Background: an optimization exercise with open tools, aiming at small area, a short achievable clock period and few clock cycles per item. Do not read the settings as production practice. Function was checked by simulation only, so behaviour that the tests miss may differ from the original.

== run A ==
==> flow/design.v (excerpt) <==
module xoodoo_nc #(
    parameter [5:0] CUT = 6'b100101
) (
    input         clk,
    input         rst,    
    input         dv,
    input  [95:0] state,
    output [95:0] out,
    output        out_valid
);
    localparam integer NST = CUT[0] + CUT[1] + CUT[2] + CUT[3] + CUT[4] + 1;
    wire [95:0] h [0:6];
    assign h[0] = state;
    genvar k;
    generate
        for (k = 0; k < 6; k = k + 1) begin : g_half
            wire [95:0] c;
            if (k % 2 == 0) begin : g_a
                xoo_theta #(.RC(k == 0 ? 32'h380 : k == 2 ? 32'hF0 : 32'h1A0))
                    u_theta (.s(h[k]), .o(c));
            end else begin : g_b
                xoo_chi u_chi (.s(h[k]), .o(c));
            end
            if (CUT[k] || k == 5) begin : g_reg
                reg [95:0] r;
                always @(posedge clk) r <= c;
                assign h[k+1] = r;
            end else begin : g_comb
                assign h[k+1] = c;
            end
        end
    endgenerate
    assign out = h[6];
    reg  [NST-1:0] v;
    wire [NST:0]   v_in = {v, dv};
    always @(posedge clk) begin
        if (rst) v <= {NST{1'b0}};
        else     v <= v_in[NST-1:0];
    end
    assign out_valid = v[NST-1];
endmodule
==> flow/config.mk <==
export PLATFORM = sky130hd
export DESIGN_NAME = xoodoo_nc
export DESIGN_NICKNAME = xoodoo_nc
export VERILOG_FILES = /design/flow/design.v
export SDC_FILE = /design/flow/constraint.sdc
export NUM_CORES = 4
export LEC_CHECK = 0
export CAP_MARGIN = 20
export CORE_MARGIN = 2
export CORE_UTILIZATION = 40
export SETUP_SLACK_MARGIN = 4.5
export SLEW_MARGIN = 20
export SYNTH_HIERARCHICAL = 1
==> flow/constraint.sdc <==
create_clock -name core_clock -period 7.0 [get_ports {clk}]
set_input_delay 1.4000 -clock core_clock [delete_from_list [all_inputs] [get_ports {clk}]]
set_output_delay 1.4000 -clock core_clock [all_outputs]
set_load 0.01 [all_outputs]
standard.sh (not shown) runs the stock make flow with config.mk's settings and CLKGATE_MAP_FILE= SYNTH_SCRIPT=/design/flow/synth_recipe.tcl, a recipe that flattens the netlist after the stock synthesis.
==> flow/flow/run.sh <==
#!/bin/bash
# The standard layout, with plain buffers (not delay cells) on the ports.
set -euo pipefail
bash standard.sh "BUFFER_PORTS_ARGS=-buffer_cell sky130_fd_sc_hd__buf_2" finish > standard.log 2>&1
Testbench counts of run A, summed over its fixed seeds: cycles 16,016, items 16,000.
For run B, these inputs were changed with respect to run A:
==> flow/flow/run.sh <==
#!/bin/bash
# The standard layout, with plain buffers (not delay cells) on the ports and
# no dummy loads in the clock tree.
set -euo pipefail
bash standard.sh "BUFFER_PORTS_ARGS=-buffer_cell sky130_fd_sc_hd__buf_2" \
  "CTS_ARGS=-sink_clustering_enable -repair_clock_nets -dont_use_dummy_load -sink_clustering_size 30 -sink_clustering_max_diameter 120" \
  finish > standard.log 2>&1
Results
- The final layout from run B, which completed every stage, passed the timing, design-rule and antenna checks at the end of the flow.
- [run B vs run A] filler-free cell count of the finished design: lower in run B
- Sum of buffers and inverters on the critical path: run A vs run B identical
- Diff run B..run A | final critical-path share of the clock period | negligible
- Compared run A against run B; final worst setup slack within noise.
- Between run A and run B, clock-cell share of area decreased.
For run C, these inputs were changed with respect to run B:
- a deleted SETUP_SLACK_MARGIN that had been 4.5
==> flow/flow/run.sh <==
#!/bin/bash
# The standard layout, with plain buffers (not delay cells) on the ports.
set -euo pipefail
bash standard.sh "BUFFER_PORTS_ARGS=-buffer_cell sky130_fd_sc_hd__buf_2" finish > standard.log 2>&1
## What came out
Comparing run C and run B, the higher final area is on run B. Diff run B -> run C: wire length on met3 moved up; global-route usage moved up. Delta (run C minus run B): headroom to the max-slew limit fell 2.5 points, post-detailed-route via-to-cell ratio rose about 0.37%.
Input-level comparison between run D and run C:
- an added SETUP_SLACK_MARGIN of 4.6
- an added CTS_CLUSTER_SIZE of 25
- an added CTS_CLUSTER_DIAMETER of 100
### Flow results
Having completed the whole flow, run D delivered a layout that passed the timing, design-rule and antenna checks.
The clock buffer count in the final layout in run D sits 26 below the value recorded for run C.
Net count of the mapped netlist came out exactly the same in run D and run C.
Re routed metal-1 wirelength: run D is about 0.5% down on run C.
Against run C, run D reports a filler-free cell count of the finished design that is higher.
Compared with run C, run D shows a final wirelength that is 2.0% higher.
Run D ended up with dfxtp_1 as its slowest stage cell on the critical path; run C ended up with xnor2_1.


Setup of v43:
Another version of the RTL of xoodoo_nc (not shown whole).
Size in the first run: roughly 1300 cells after synthesis, roughly 200 I/O pins, ~0.014 sq mm of cells after synthesis.
export LEC_CHECK = 0
export CAP_MARGIN = 20
export CORE_MARGIN = 2
export CORE_UTILIZATION = 60
export CTS_CLUSTER_DIAMETER = 100
export CTS_CLUSTER_SIZE = 25
export PLACE_DENSITY = 0.7
export SETUP_SLACK_MARGIN = 4.5
export SLEW_MARGIN = 20
export SYNTH_HIERARCHICAL = 1
create_clock -name core_clock -period 7.0 [get_ports {clk}]
==> flow/flow/run.sh <==
#!/bin/bash
# The standard layout, with plain buffers (not delay cells) on the ports.
set -euo pipefail
bash standard.sh "BUFFER_PORTS_ARGS=-buffer_cell sky130_fd_sc_hd__buf_1" finish > standard.log 2>&1
No stage failed in v43, and the final checks on the layout all came back clean.
Testbench counts of v43, summed over its fixed seeds: cycles 16,016, items 16,000.
[inputs] v23 vs v43
- changing PLACE_DENSITY from 0.7 to 0.85
- changing CORE_UTILIZATION from 60 to 75
==> flow/flow/run.sh <==
#!/bin/bash
# The standard layout, with plain buffers (not delay cells) on the ports.
set -euo pipefail
bash standard.sh "BUFFER_PORTS_ARGS=-buffer_cell sky130_fd_sc_hd__buf_2" finish > standard.log 2>&1
Notes after the runs:
v43 finished every stage and its layout cleared the timing, design-rule and antenna checks.
Flow for v23 halted at 5_1_grt, error code DPL-0033.
Compared with v43, v23 shows a lower quantity of gates resized following cts.
Diff v43 -> v23 | horizontal die dimension | down by more than 10%
Per the comparison of v23 with v43, cell count after placement dropped 56, xor and xnor area share after synthesis barely changed, setup slack at placement picked up an extra 0.044 ns, detailed-placement wirelength estimate shows a reduction of about 7%.
Diff v43 -> v23 | die boundary height | decrease of 10%
Inputs modified between v23 and v52:
- PLACE_DENSITY removed (was 0.85)
- CORE_UTILIZATION changed from 75 to 40
### Flow results
Of v23 and v52, only v23 never reached the final stage.
From v23 to v52 the numbers moved as follows: total placed instance area +1.8%, top-level port count ~0 delta, sequential share of the synthesized area ~0 delta, deepest clock path buffer count ~0 delta.

[what the ideal ports hide]
No port has a modelled driver above. Below, the same layouts with a new extraction and two added sets of constraints. Step 1 assumes that a clkbuf_16 drives the clock port and a buf_2 every other input. Step 2 moves the port delays by t, midway between the first and last clock arrival at a register: inputs arrive t later, outputs are due t later. That takes back most of the time a late clock gives input paths. a / b / c = no drivers / after step 1 / after step 2; a / b = the first two.
| run | shift t [ns] | setup slack, ns | worst setup path at the end |
|---|---|---|---|
| run A | 0.619 | 4.557 / 4.510 / 4.055 | input to register |
| run B | 0.546 | 4.555 / 4.555 / 4.093 | input to register |
| run C | 0.621 | 4.189 / 4.189 / 4.010 | input to register |
| run D | 0.556 | 4.618 / 4.583 / 4.105 | input to register |
| v43 | 0.548 | 4.471 / 4.471 / 4.117 | input to register |
| v52 | 0.542 | 4.532 / 4.552 / 4.023 | input to register |
After both steps setup and hold are still met in every run listed. For run D, which loses most, drivers alone change the setup slack by -0.035 ns; drivers and shift together by -0.513 ns.
